Context: an optimization exercise on an open-source flow, tuned for small area. The choices shown serve that exercise and are no tape-out recipe.
In this exercise RTL edits were held to simulation tests only and were not proved equivalent to the original.
Power is estimated from default activity; no workload was simulated.

## flow/run.sh

```bash
#!/bin/bash
# synth_recipe.tcl (not shown) runs the flow's synth.tcl, then flattens the netlist and writes it again
# the make line also repeats each setting of config.mk as NAME=value (left out here)
make -C /OpenROAD-flow-scripts/flow DESIGN_CONFIG=/design/flow/config.mk WORK_HOME=/design/flow/orfs CLKGATE_MAP_FILE= SYNTH_SCRIPT=/design/flow/synth_recipe.tcl finish
```

## flow/config.mk

```make
export PLATFORM = sky130hd
export DESIGN_NAME = stopwatch_01
export DESIGN_NICKNAME = stopwatch_01
export VERILOG_FILES = /design/flow/design.v
export SDC_FILE = /design/flow/constraint.sdc
export NUM_CORES = 4
export LEC_CHECK = 0
export CAP_MARGIN = 20
export CORE_MARGIN = 2
export CORE_UTILIZATION = 40
export SLEW_MARGIN = 20
```

## flow/constraint.sdc

```tcl
create_clock -name core_clock -period 10.0 [get_ports {clk}]
set_input_delay 2.0000 -clock core_clock [delete_from_list [all_inputs] [get_ports {clk}]]
set_output_delay 2.0000 -clock core_clock [all_outputs]
set_load 0.01 [all_outputs]
```

## flow/design.v

```verilog
module sevenseg (data, ledsegments);
input [3:0] data;
output [6:0] ledsegments;
reg [6:0] ledsegments;
always @ (*)
case(data)
0: ledsegments = 7'b100_0000;
1: ledsegments = 7'b111_1001;
2: ledsegments = 7'b010_0100;
3: ledsegments = 7'b011_0000;
4: ledsegments = 7'b001_1001;
5: ledsegments = 7'b001_0010;
6: ledsegments = 7'b000_0010;
7: ledsegments = 7'b111_1000;
8: ledsegments = 7'b000_0000;
9: ledsegments = 7'b001_0000;
default: ledsegments = 7'b111_1111;    
endcase
endmodule
module Light( in_key,out_key,clk,clr);  
 input in_key,clk,clr;  
 output out_key; 
 reg delay1,delay2,delay3;  
 always@( posedge clk) 
 begin  
    if(clr)  
    begin  
        delay1  <= 0;  
        delay2  <= 0;  
        delay3  <= 0;  
    end  
    else  
    begin  
        delay1  <= ~in_key;   
        delay2  <= delay1;  
        delay3  <= delay2;  
    end  
 end  
 assign out_key = delay1&delay2&delay3;  
endmodule 
module stopwatch_01(clk,rst,key_reset,key_start_pause,key_display_stop,
					hex0,hex1,hex2,hex3,hex4,hex5,
					led0,led1,led2,led3 );
	input clk,rst,key_reset,key_start_pause,key_display_stop;
	output [6:0] hex0,hex1,hex2,hex3,hex4,hex5;
	output led0,led1,led2,led3;
	reg led0,led1,led2;
	assign led3 = 1'b0;
	parameter DELAY_TIME_10MS = 10;
	parameter DEBOUNCE_TIME = 20;
	parameter DELAY_TIME_S = 1000;
	parameter DELAY_TIME_MIN = 60000;
	parameter DELAY_TIME_HOUR = 3600000;
	reg [3:0] minute_display_high;
	reg [3:0] minute_display_low;
	reg [3:0] second_display_high;
	reg [3:0] second_display_low;
	reg [3:0] msecond_display_high;
	reg [3:0] msecond_display_low;
	reg [3:0] minute_counter_high;
	reg [3:0] minute_counter_low;
	reg [3:0] second_counter_high;
	reg [3:0] second_counter_low;
	reg [3:0] msecond_counter_high;
	reg [3:0] msecond_counter_low;
	reg [31:0] counter_50M_10MS;
	reg [31:0] counter_50M_20MS;
	reg [31:0] counter_50M_S;
	reg [41:0] counter_50M_MIN;
	wire reset_1_time; 				  
	wire start_1_time;				 
	wire display_1_time;				   
	reg clr;
	sevenseg LED8_minute_display_high ( minute_display_high, hex5 );
	sevenseg LED8_minute_display_low ( minute_display_low,hex4 );
	sevenseg LED8_second_display_high( second_display_high, hex3 );
	sevenseg LED8_second_display_low ( second_display_low,  hex2 );
	sevenseg LED8_msecond_display_high( msecond_display_high, hex1 );
	sevenseg LED8_msecond_display_low ( msecond_display_low, hex0 );
	Light Segment_key_reset ( key_reset,reset_1_time,clk,clr | rst);
	Light Segment_key_start_pause ( key_start_pause,start_1_time,clk,clr | rst);
	Light Segment_key_display_stop ( key_display_stop,display_1_time,clk,clr | rst);
	always @ (posedge clk)
 		begin
		if (rst)
			begin
			counter_50M_10MS = 0;
			counter_50M_20MS = 0;
			counter_50M_S = 0;
			counter_50M_MIN = 0;
			clr <= 0;
			led0 = 0;
			led1 = 0;
			led2 = 0;
			minute_counter_high = 0;
			minute_counter_low = 0;
			second_counter_high = 0;
			second_counter_low = 0;
			msecond_counter_high = 0;
			msecond_counter_low = 0;
			minute_display_high = 0;
			minute_display_low = 0;
			second_display_high = 0;
			second_display_low = 0;
			msecond_display_high = 0;
			msecond_display_low = 0;
			end
		else
			begin
			counter_50M_10MS = counter_50M_10MS + 1;
			counter_50M_20MS = counter_50M_20MS + 1;
			counter_50M_S = counter_50M_S + 1;
			counter_50M_MIN = counter_50M_MIN + 1;
			if(counter_50M_10MS == DELAY_TIME_10MS+1)
					counter_50M_10MS =0;
			if(counter_50M_20MS == DEBOUNCE_TIME )
					clr <= 1;
			if(counter_50M_20MS == DEBOUNCE_TIME +1 )
				begin
					counter_50M_20MS = 0;
					clr <= 0;
				end
			if(counter_50M_S == DELAY_TIME_S+1)
				counter_50M_S =0;
			if(counter_50M_MIN == DELAY_TIME_MIN+1)
				counter_50M_MIN =0;
			if (start_1_time == 0) 
				begin
				led1 = 0;
				if(counter_50M_10MS == DELAY_TIME_10MS)
						begin
								msecond_counter_low = msecond_counter_low + 1;
								if(msecond_counter_low == 10)
									msecond_counter_low = 0;
								if(msecond_counter_high == 9)
									begin
										if (msecond_counter_low == 0)
											msecond_counter_high = 0;
									end
								else if(msecond_counter_low == 0)
									msecond_counter_high = msecond_counter_high + 1;
						end
				if(counter_50M_S == DELAY_TIME_S)
							begin
								second_counter_low = second_counter_low + 1;
								if(second_counter_low == 10)
									second_counter_low = 0;
								if(second_counter_high == 5) 
									begin
										if (second_counter_low == 0)
											second_counter_high = 0;
									end
								else if(second_counter_low == 0)
									second_counter_high = second_counter_high + 1;
							end
				if(counter_50M_MIN == DELAY_TIME_MIN)
							begin
								minute_counter_low = minute_counter_low + 1;
								if(minute_counter_low == 10)
									minute_counter_low = 0;
								if(minute_counter_high == 5) 
									begin
										if (minute_counter_low == 0)
											minute_counter_high = 0;
									end
								else if(minute_counter_low == 0)
									minute_counter_high = minute_counter_high + 1;
							end
				end
				if (key_display_stop == 0) 
					begin
						led2=1;
					end
				if (display_1_time==0) 
					begin
						led2=0;
						msecond_display_low = msecond_counter_low;
						msecond_display_high = msecond_counter_high;
						second_display_low = second_counter_low;
						second_display_high = second_counter_high;
						minute_display_low = minute_counter_low;
						minute_display_high = minute_counter_high;
					end
				if (reset_1_time==1) 
					begin
						led0=1;
						minute_counter_high = 0;
						minute_counter_low = 0;
						second_counter_high = 0;
						second_counter_low = 0;
						msecond_counter_high = 0;
						msecond_counter_low = 0;
					end
				if (reset_1_time == 0) 
					begin
						led0=0;
					end
				if (start_1_time == 1) 
					begin
						led1 = 1;
					end
			end
		end
endmodule
```

==> run_results.csv <==
group,metric,value,unit
final_layout,multi_input_area,0.00807,mm2
logic_synthesis,ys_ff_latch,241,
setup_path,start_kind,"register",
setup_path,slowest_delay,530,ps
timing,holdWs,460,ps
timing,worst_slew_pin_slew,969,ps
logic_synthesis,synth-adder-area-share,4.97,%
timing,rsz0062_at_grt,"no",
logic_synthesis,synthMuxAreaShare,3.30,%
hold_path,hold_class,"reg -> reg",
cts,htree_levels,1,
timing,fmax,204,MHz
final_layout,diodes,0,
final_layout,syn_to_final_growth,11.7,%
global_route,top_usage_layer,"met2",
final_layout,final_area,0.0152,mm2
global_route,grt_pass1_wl,50.4,mm
timing,setup_ws,5090,ps
cts,cts_resized,0,
setup_path,worst-path-buf-inv,2,
global_route,met2_usage,27.5,%
setup_path,path_cells,"ha_1 > and4_1 > nand4_4 > nor4_1 > and3_1 > o2111ai_1 > nor4_2 > buf_4 > and3_1 > mux2_2 > a22oi_1 > inv_1 > ha_1 > mux2i_1 > a21oi_1",
setup_path,cp_max_fo,12,
die,std_cell_rows,67,
logic_synthesis,synth_edf_count,0,
placed_design,io_buffers,49,
global_route,grt_overflow,0,
setup_path,cp.required,10400,ps
power_and_ir_drop,irDropWorstVdd,0.000141,V
die,initial_core_util,40.5,%
logic_synthesis,synth_cell_types,99,
logic_synthesis,synth_area_leader_cell,"dfxtp_1",
final_layout,register_area,0.00482,mm2
job,maxCapViolCount,0,
logic_synthesis,synth_ff_type,"dfxtp_1",
cts,ctsLongestPathBuffers,3,
drt,route.detailed.wl_per_inst,13.9,um
logic_synthesis,synth_xor_area_share,9.86,%
logic_synthesis,syn_area_per_cell,8.36,um2
logic_synthesis,synth-simple-area-share,29.2,%
power_and_ir_drop,powerDensity,133,mW/mm2
final_layout,nets,1681,
logic_synthesis,synth_top_family_by_area,"simple AND/OR/NAND/NOR gates",
timing,slew_headroom,35.0,%
cts,cts_buffers,27,
timing,min_period_over_period,49.1,%
logic_synthesis,post-synth-top-area-fraction,35.5,%
die,coreArea,0.0335,mm2
timing,final.min_clock_period,4910,ps
drt,drc,0,
logic_synthesis,async_flop_share,0,%
global_route,grt_max_degree,48,
setup_path,cp.arrival,5310,ps
cts,hold_buffers,0,
logic_synthesis,netlist_area,0.0136,mm2
power_and_ir_drop,power.leakage,5.60,nW
placed_design,globalplace.congestion,0.850,
drt,via_per_inst,5.33,
timing,fin_setup_tns,0,ps
logic_synthesis,ys_warn_count,3,
timing,hold_viol_final,0,
final_layout,drive_gt1_share,7.13,%
logic_synthesis,synth_cells,1625,
final_layout,instances_no_fill,2090,
setup_path,crit_type,"reg -> reg",
cts,cts.clk_slew.worst_paths,60,ps
placed_design,dp_hpwl,20.5,mm
final_layout,fin_util,45.3,%
cts,clock_latency,550,ps
drt,routed-via-count,11142,
global_route,first_global_vias,10444,
die,dieArea,0.0355,mm2
timing,setup_viol,0,
drt,ant_nets,0,
drt,drt-total-wl,29.1,mm
die,die_x,188,um
placed_design,dpl-instance-area,0.0143,mm2
global_route,grtUsageMet1,22.3,%
drt,dr.pass1.iters,6,
status,status,"finished clean",
timing,finClkSkew,19.5,ps
die,ios,51,
cts,clock_sinks,241,
cts,cts_tree,"built",
timing,finalMaxSlewViolations,0,
global_route,antenna_found_initial,0,
power_and_ir_drop,power,2.03,mW
drt,drt_iter0_markers,585,
final_layout,fill_cells,3320,
cts,clock-root-buffer,"clkbuf_16",
placed_design,dp_cells,2041,
global_route,use_met3,2.27,%
setup_path,end_kind,"register",
logic_synthesis,synth.area.top_cells,"dfxtp_1, nor2_1, xnor2_1, ha_1, xor2_1",
logic_synthesis,synth_compound_area_share,11.9,%
die,die_h,188,um
setup_path,cp_slowest_cell,"dfxtp_1",
placed_design,pre_cts_slack,5160,ps
global_route,grt_usage,16.5,%
logic_synthesis,yosysSeqAreaShare,35.5,%
setup_path,path_delay_family,"simple AND/OR/NAND/NOR gates",
cts,post_cts_buffers,0,
logic_synthesis,syn-num-nets,1684,
==> cell type report <==
| type | count | share of cell area [%] |
|---|---|---|
| flip-flops and latches | 241 | 31.8 |
| multi-input cells | 1222 | 53.2 |
| well taps | 448 | 3.69 |
| repair buffers | 56 | 3.54 |
| inverters | 74 | 1.83 |
| clock buffers | 41 | 5.33 |
| clock inverters | 8 | 0.635 |
==> final timing paths <==
check | from | to | slack (ps) | depth (start not counted)
hold / removal | Segment_key_start_pause.delay1 | Segment_key_start_pause.delay2 | 460 | 1
hold reg to reg | Segment_key_start_pause.delay1 | Segment_key_start_pause.delay2 | 460 | 1
setup / recovery | counter_50M_MIN[0] | hex4[3] | 5090 | 15
setup reg to reg | counter_50M_MIN[0] | hex4[3] | 5090 | 15
==> where the power goes <==
| part | internal [mW] | leakage (nW) | switching [mW] |
|---|---|---|---|
| combinational | 0.0148 | 3.21 | 0.0313 |
| clock | 0.606 | 0.446 | 0.399 |
| sequential | 0.966 | 1.94 | 0.00859 |
==> layout by cell type (no fill, tap or decap), types with 8 or more instances in the layout <==
cell,instances
nand2_1,127
o22ai_1,8
a31oi_1,27
nor4_1,22
mux2i_1,41
nand4_1,48
clkbuf_16,27
a21oi_1,45
clkbuf_8,8
ha_1,54
dfxtp_1,241
nor2b_1,9
nand3_1,85
nor2_1,231
inv_1,67
o21a_1,8
or3_1,10
xor2_1,59
o21ai_0,26
nor3_1,53
and2_1,27
xnor2_1,94
and3_1,48
or2_2,8
clkdlybuf4s50_1,48
and4_1,19
a21o_1,10
==> Yosys cell counts (45+ instances only) <==
| master | count |
|---|---|
| nand2_1 | 127 |
| nand4_1 | 48 |
| ha_1 | 54 |
| nor2_1 | 232 |
| and3_1 | 48 |
| xnor2_1 | 94 |
| nor3_1 | 53 |
| a21oi_1 | 45 |
| nand3_1 | 85 |
| xor2_1 | 59 |
| inv_1 | 67 |
| dfxtp_1 | 241 |
==> state kept, by name, indices dropped and copies added, names as in the netlist, 7 cells and up <==
signal / count
counter_50M_10MS: 32
counter_50M_20MS: 32
counter_50M_MIN: 42
counter_50M_S: 32
hex0: 7
hex1: 7
hex2: 7
hex3: 7
hex4: 7
hex5: 7
==> routing by layer <==
layer | up-vias | part of all wire [%]
met4 | 0 | 2.3
met3 | 46 | 3.8
met2 | 196 | 46
met1 | 5198 | 48
li1 | 5702 | -
met5 | - | 0
==> logic make-up after synthesis <==
logic type	after synthesis
simple gates	754
flops	241
compound gates	216
buf+inv	162
xor+xnor	153
fa+ha+maj	54
mux	44
other cells	1

[static timing again, ports no longer ideal]
In the flow no input, the clock included, has a driving cell. The finished layout below was timed again as built, in two steps. Step 1 (the two cells are an assumption about what drives the block):
set clk [get_ports {clk}]
set_driving_cell -lib_cell sky130_fd_sc_hd__clkbuf_16 $clk
set_driving_cell -lib_cell sky130_fd_sc_hd__buf_2 [delete_from_list [all_inputs] $clk]
Step 2 moves the port delays by t, midway between the first and last clock arrival at a register: inputs arrive t later, outputs are due t later. That takes back most of the time a late clock gives input paths. Slacks: ideal / step 1 / step 2; pairs: ideal / step 1.
shift t [ns]: 0.588
slack for setup (ns): 5.088 / 5.088 / 5.088
latest minus earliest clock arrival (ns): 0.021 / 0.020
After both steps this run still meets setup and hold. For this run, drivers alone change the setup slack by 0.000 ns; drivers and shift together by 0.000 ns.
